This is an optimization exercise on Yosys and OpenROAD, whose aim is small area, not a production implementation. The RTL was checked by simulation tests, not by an equivalence proof against the original design. Power figures rest on the tool's default switching activity, not on a simulated workload.

Setup of north:
## gemm
module gemm(A, B, C, D, Cout, clk);
    input [31:0] A;
    input [31:0] B;
    input [31:0] C;
    input [31:0] D;
    input clk;
    output reg [31:0] Cout;
    wire s1, s2;
    gemm_ha g2 (A[24], A[16], s1, s2);
    wire s3, s4;
    gemm_fa g4 (A[25], A[17], s2, s3, s4);
    wire s5, s6;
    gemm_fa g6 (A[26], A[18], s4, s5, s6);
    wire s7, s8;
    gemm_fa g8 (A[27], A[19], s6, s7, s8);
    wire s9, s10;
    gemm_fa g10 (A[28], A[20], s8, s9, s10);
    wire s11, s12;
    gemm_fa g12 (A[29], A[21], s10, s11, s12);
    wire x13;
    gemm_x2 g13 (A[30], A[22], x13);
    wire x14;
    gemm_x2 g14 (x13, s12, x14);
    wire v15;
    gemm_inv g15 (B[24], v15);
    wire v16;
    gemm_inv g16 (B[8], v16);
    wire q17;
    gemm_nr g17 (v15, B[8], q17);
    wire q18;
    gemm_nr g18 (B[24], v16, q18);
    wire q19;
    gemm_nr g19 (v15, v16, q19);
    wire p20;
    gemm_aoi g20 (q17, A[24], q18, A[16], q19, s1, p20);
    wire p21;
    gemm_aoi g21 (q17, A[25], q18, A[17], q19, s3, p21);
    wire p22;
    gemm_aoi g22 (q17, A[26], q18, A[18], q19, s5, p22);
    wire p23;
    gemm_aoi g23 (q17, A[27], q18, A[19], q19, s7, p23);
    wire p24;
    gemm_aoi g24 (q17, A[28], q18, A[20], q19, s9, p24);
    wire p25;
    gemm_aoi g25 (q17, A[29], q18, A[21], q19, s11, p25);
    wire p26;
    gemm_aoi g26 (q17, A[30], q18, A[22], q19, x14, p26);
    wire v27;
    gemm_inv g27 (B[25], v27);
    wire v28;
    gemm_inv g28 (B[9], v28);
    wire q29;
    gemm_nr g29 (v27, B[9], q29);
    wire q30;
    gemm_nr g30 (B[25], v28, q30);
    wire q31;
    gemm_nr g31 (v27, v28, q31);
    wire p32;
    gemm_aoi g32 (q29, A[24], q30, A[16], q31, s1, p32);
    wire p33;
    gemm_aoi g33 (q29, A[25], q30, A[17], q31, s3, p33);
    wire p34;
    gemm_aoi g34 (q29, A[26], q30, A[18], q31, s5, p34);
    wire p35;
    gemm_aoi g35 (q29, A[27], q30, A[19], q31, s7, p35);
    wire p36;
    gemm_aoi g36 (q29, A[28], q30, A[20], q31, s9, p36);
    wire p37;
  ...
For scale: about 740 cells after synthesis, roughly 160 I/O pins, roughly 8000 µm² of cells after synthesis.
clock: 10.0 ns
lec_check: 0
cap_margin: 10
core_margin: 2
core_utilization: 40
cts_buf_list: sky130_fd_sc_hd__clkbuf_4
gpl_timing_driven: 0
place_density: 0.5
slew_margin: 10
synth_hierarchical: 1
run.sh (not shown) runs the stock make flow with config.mk's settings and CLKGATE_MAP_FILE= SYNTH_SCRIPT=/design/flow/synth_recipe.tcl, a recipe that flattens the netlist after the stock synthesis.
The following lists how south was set up differently from north:
# north
export LEC_CHECK = 0
export CAP_MARGIN = 10
export CORE_MARGIN = 2
export CORE_UTILIZATION = 40
export CTS_BUF_LIST = sky130_fd_sc_hd__clkbuf_4
export GPL_TIMING_DRIVEN = 0
export PLACE_DENSITY = 0.5
export SLEW_MARGIN = 10
export SYNTH_HIERARCHICAL = 1
create_clock -name core_clock -period 10.0 [get_ports {clk}]
# south
export LEC_CHECK = 0
export CAP_MARGIN = 10
export CORE_MARGIN = 2
export CORE_UTILIZATION = 40
export GPL_TIMING_DRIVEN = 0
export PLACE_DENSITY = 0.5
export SLEW_MARGIN = 10
export SYNTH_HIERARCHICAL = 1
create_clock -name core_clock -period 10.0 [get_ports {clk}]
==> flow/flow/run.sh (new file) <==
#!/bin/bash
# The standard layout (standard.sh) with two changes:
#  - the port buffers that global placement inserts use the smallest buffer cell;
#  - clock tree synthesis uses clkbuf_4 buffers and no dummy loads (32 flip-flops need no more).
# ORFS writes each step's full log under orfs/logs/; make's own output goes to standard.log.
set -euo pipefail
bash standard.sh \
  "BUFFER_PORTS_ARGS=-buffer_cell sky130_fd_sc_hd__buf_1" \
  "CTS_ARGS=-sink_clustering_enable -repair_clock_nets -dont_use_dummy_load -buf_list sky130_fd_sc_hd__clkbuf_4 -root_buf sky130_fd_sc_hd__clkbuf_4" \
  finish > standard.log 2>&1
==> flow/standard.sh (new file) <==
#!/bin/bash
# synth_recipe.tcl (not shown) runs the flow's synth.tcl, then flattens the netlist and writes it again
# the make line also repeats each setting of config.mk as NAME=value (left out here)
make -C /OpenROAD-flow-scripts/flow DESIGN_CONFIG=/design/flow/config.mk WORK_HOME=/design/flow/orfs CLKGATE_MAP_FILE= SYNTH_SCRIPT=/design/flow/synth_recipe.tcl "${@:-finish}"
removed: flow/run.sh
Findings:
south vs. north: worst max-slew margin expressed relative to the limit went up by 2.5 points, internal power summed over all cells decreased by 0.00011 W relative to the old numbers, final area decreased 970 µm², share of power burned in combinational logic moved down. The run showing the smaller wire length is south.
For east, these inputs were changed with respect to south:
# south
export LEC_CHECK = 0
export CAP_MARGIN = 10
export CORE_MARGIN = 2
export CORE_UTILIZATION = 40
export GPL_TIMING_DRIVEN = 0
export PLACE_DENSITY = 0.5
export SLEW_MARGIN = 10
export SYNTH_HIERARCHICAL = 1
create_clock -name core_clock -period 10.0 [get_ports {clk}]
# east
export LEC_CHECK = 0
export CAP_MARGIN = 20
export CORE_MARGIN = 2
export CORE_UTILIZATION = 40
export GPL_TIMING_DRIVEN = 0
export PLACE_DENSITY = 0.5
export SLEW_MARGIN = 20
export SYNTH_HIERARCHICAL = 1
create_clock -name core_clock -period 10.0 [get_ports {clk}]
### Flow results
east gives more fill cell instance count of the final layout than south did.
On achievable clock frequency: east sits below south.
Cells: east has more instances than south
In terms of clock network fraction of design power, south and east differ only marginally.
Compared with south, east shows global-route wire length before repair higher by 280 µm.
Between east and south, the difference in sequential fraction of total cell area is negligible.
Register share of total power delta (south -> east): insignificant
east vs. south: average wire per cell in the routed design now larger; total power saw little to no change; worst-case setup slack after placement now sits higher.


xenon:
Another version of the RTL of gemm (not shown whole).
Size in the first run: about 820 cells after synthesis, ~32 flip-flops, ~9000 um^2 of cells after synthesis.
Settings: LEC_CHECK=0, CAP_MARGIN=20, CORE_MARGIN=2, CORE_UTILIZATION=40, SLEW_MARGIN=20, SYNTH_HIERARCHICAL=1; clock period 10.0 ns.
standard.sh (not shown) runs the stock make flow with config.mk's settings and CLKGATE_MAP_FILE= SYNTH_SCRIPT=/design/flow/synth_recipe.tcl, a recipe that flattens the netlist after the stock synthesis.
==> flow/flow/run.sh <==
#!/bin/bash
# The standard layout, with the port buffers that global placement inserts made from the
# smallest buffer cell instead of the flow's default choice. Everything else is the standard flow's own flow.
set -euo pipefail
bash standard.sh "BUFFER_PORTS_ARGS=-buffer_cell sky130_fd_sc_hd__buf_1" finish > standard.log 2>&1
xenon finished all stages; the layout is clean.
#### Input delta (yarrow over xenon)
==> flow/run.sh (new file) <==
#!/bin/bash
# synth_recipe.tcl (not shown) runs the flow's synth.tcl, then flattens the netlist and writes it again
# the make line also repeats each setting of config.mk as NAME=value (left out here)
make -C /OpenROAD-flow-scripts/flow DESIGN_CONFIG=/design/flow/config.mk WORK_HOME=/design/flow/orfs CLKGATE_MAP_FILE= SYNTH_SCRIPT=/design/flow/synth_recipe.tcl finish
removed: flow/flow/run.sh
removed: flow/standard.sh
Results
Re share of power burned in combinational logic: xenon was higher than yarrow. The first-iteration DRC count of yarrow was superior to that of xenon. yarrow -> xenon: sequential share of the synthesized area delta 0, exact match. | number of global-route vias before repair | higher: yarrow |. The sequential share of power number comes out lower for yarrow vs xenon. Comparing xenon and yarrow, the lower share of post-route cells with drive strength above 1 is on yarrow. Fmax: yarrow lower than xenon. yarrow ends up with a final worst slack that is 360 ps lower than in xenon. On register area, xenon and yarrow are basically level. Per the comparison of yarrow with xenon, arrival time at the worst endpoint +380 ps; filler cell count went down.
Edits applied to the flow inputs when going from yarrow to maple:
==> flow/flow/run.sh (new file) <==
#!/bin/bash
# The standard layout (standard.sh) with two changes:
#  - the port buffers that global placement inserts use the smallest buffer cell;
#  - clock tree synthesis uses clkbuf_4 buffers and no dummy loads (32 flip-flops need no more).
# ORFS writes each step's full log under orfs/logs/; make's own output goes to standard.log.
set -euo pipefail
bash standard.sh \
  "BUFFER_PORTS_ARGS=-buffer_cell sky130_fd_sc_hd__buf_1" \
  "CTS_ARGS=-sink_clustering_enable -repair_clock_nets -dont_use_dummy_load -buf_list sky130_fd_sc_hd__clkbuf_4 -root_buf sky130_fd_sc_hd__clkbuf_4" \
  finish > standard.log 2>&1
==> flow/standard.sh (new file) <==
#!/bin/bash
# synth_recipe.tcl (not shown) runs the flow's synth.tcl, then flattens the netlist and writes it again
# the make line also repeats each setting of config.mk as NAME=value (left out here)
make -C /OpenROAD-flow-scripts/flow DESIGN_CONFIG=/design/flow/config.mk WORK_HOME=/design/flow/orfs CLKGATE_MAP_FILE= SYNTH_SCRIPT=/design/flow/synth_recipe.tcl "${@:-finish}"
removed: flow/run.sh
Notes after the runs:
After detailed routing, yarrow needs more wire than maple. maple vs. yarrow: clock buffer instance count of the final layout went down by 1. Measured against maple, the post-placement cell area of yarrow comes out at 1.09 times the reference value. Of maple and yarrow, yarrow shows the higher first-pass GRT wire length, with maple below it. Taking yarrow as the reference, in maple synthesis-to-finish area growth lost 12 points; routed length per instance lost about 5.4%; switching power as a share of total power picked up an extra 2.7 points. The final core utilization number comes out lower for maple vs yarrow. [maple vs yarrow] share of the clock period used by the worst path: lower in maple. The worst setup path endpoint comes out Cout[7] in one run and Cout[15] in the other, namely in yarrow and maple respectively.


Another version of the RTL of gemm (not shown whole).
Size in the first run: ~32 flip-flops.
clock: 10.0 ns
lec_check: 0
cap_margin: 10
core_margin: 2
core_utilization: 40
gpl_timing_driven: 0
place_density: 0.5
slew_margin: 10
synth_hierarchical: 1
==> flow/flow/run.sh <==
#!/bin/bash
# The standard layout (standard.sh) with two changes:
#  - the port buffers that global placement inserts use the smallest buffer cell;
#  - clock tree synthesis uses clkbuf_4 buffers and no dummy loads (32 flip-flops need no more).
# ORFS writes each step's full log under orfs/logs/; make's own output goes to standard.log.
set -euo pipefail
bash standard.sh \
  "BUFFER_PORTS_ARGS=-buffer_cell sky130_fd_sc_hd__buf_1" \
  "CTS_ARGS=-sink_clustering_enable -repair_clock_nets -dont_use_dummy_load -buf_list sky130_fd_sc_hd__clkbuf_4 -root_buf sky130_fd_sc_hd__clkbuf_4" \
  finish > standard.log 2>&1
The baseline completed with no timing, DRC or antenna violations.
Rerun with:
Settings changed: CAP_MARGIN 10 to 20, SLEW_MARGIN 10 to 20.
Global-route usage barely changes.
Area after synthesis stays the same.
Setup slack is worse by 15 ps.
Design area barely changes.

-- static timing again, ports no longer ideal --
The flow's constraints put no driver on any port. The routed layouts listed below were extracted and timed again, unchanged, in two steps.
Step 1 sets driving cells, clkbuf_16 on the clock port and buf_2 on the other inputs (assumed; they add their load-dependent delay and slew).
Step 2 times the ports against the registers' clock, not the clock port: input delays grow and output delays shrink by t, the midpoint of the rising clock arrivals with the driver on.
Three values: ideal, step 1, step 2; two values: the first two.
run | t (ns) | setup slack, ns | worst setup path after step 2
north | 0.350 | 2.234 / 2.243 / 1.892 | input to register
south | 0.360 | 2.812 / 2.821 / 2.461 | input to register
east | 0.364 | 2.787 / 2.796 / 2.432 | input to register
xenon | 0.305 | 2.809 / 2.817 / 2.512 | input to register
yarrow | 0.313 | 2.445 / 2.460 / 2.147 | input to register
maple | 0.356 | 2.956 / 2.959 / 2.603 | input to register
the first run of note 3 | 0.346 | 2.583 / 2.593 / 2.247 | input to register
the second run of note 3 | 0.344 | 2.568 / 2.578 / 2.234 | input to register
After both steps every run listed still meets setup and hold. The setup slack of east, which loses most, moves by +0.009 ns with the drivers and by -0.355 ns with both steps.
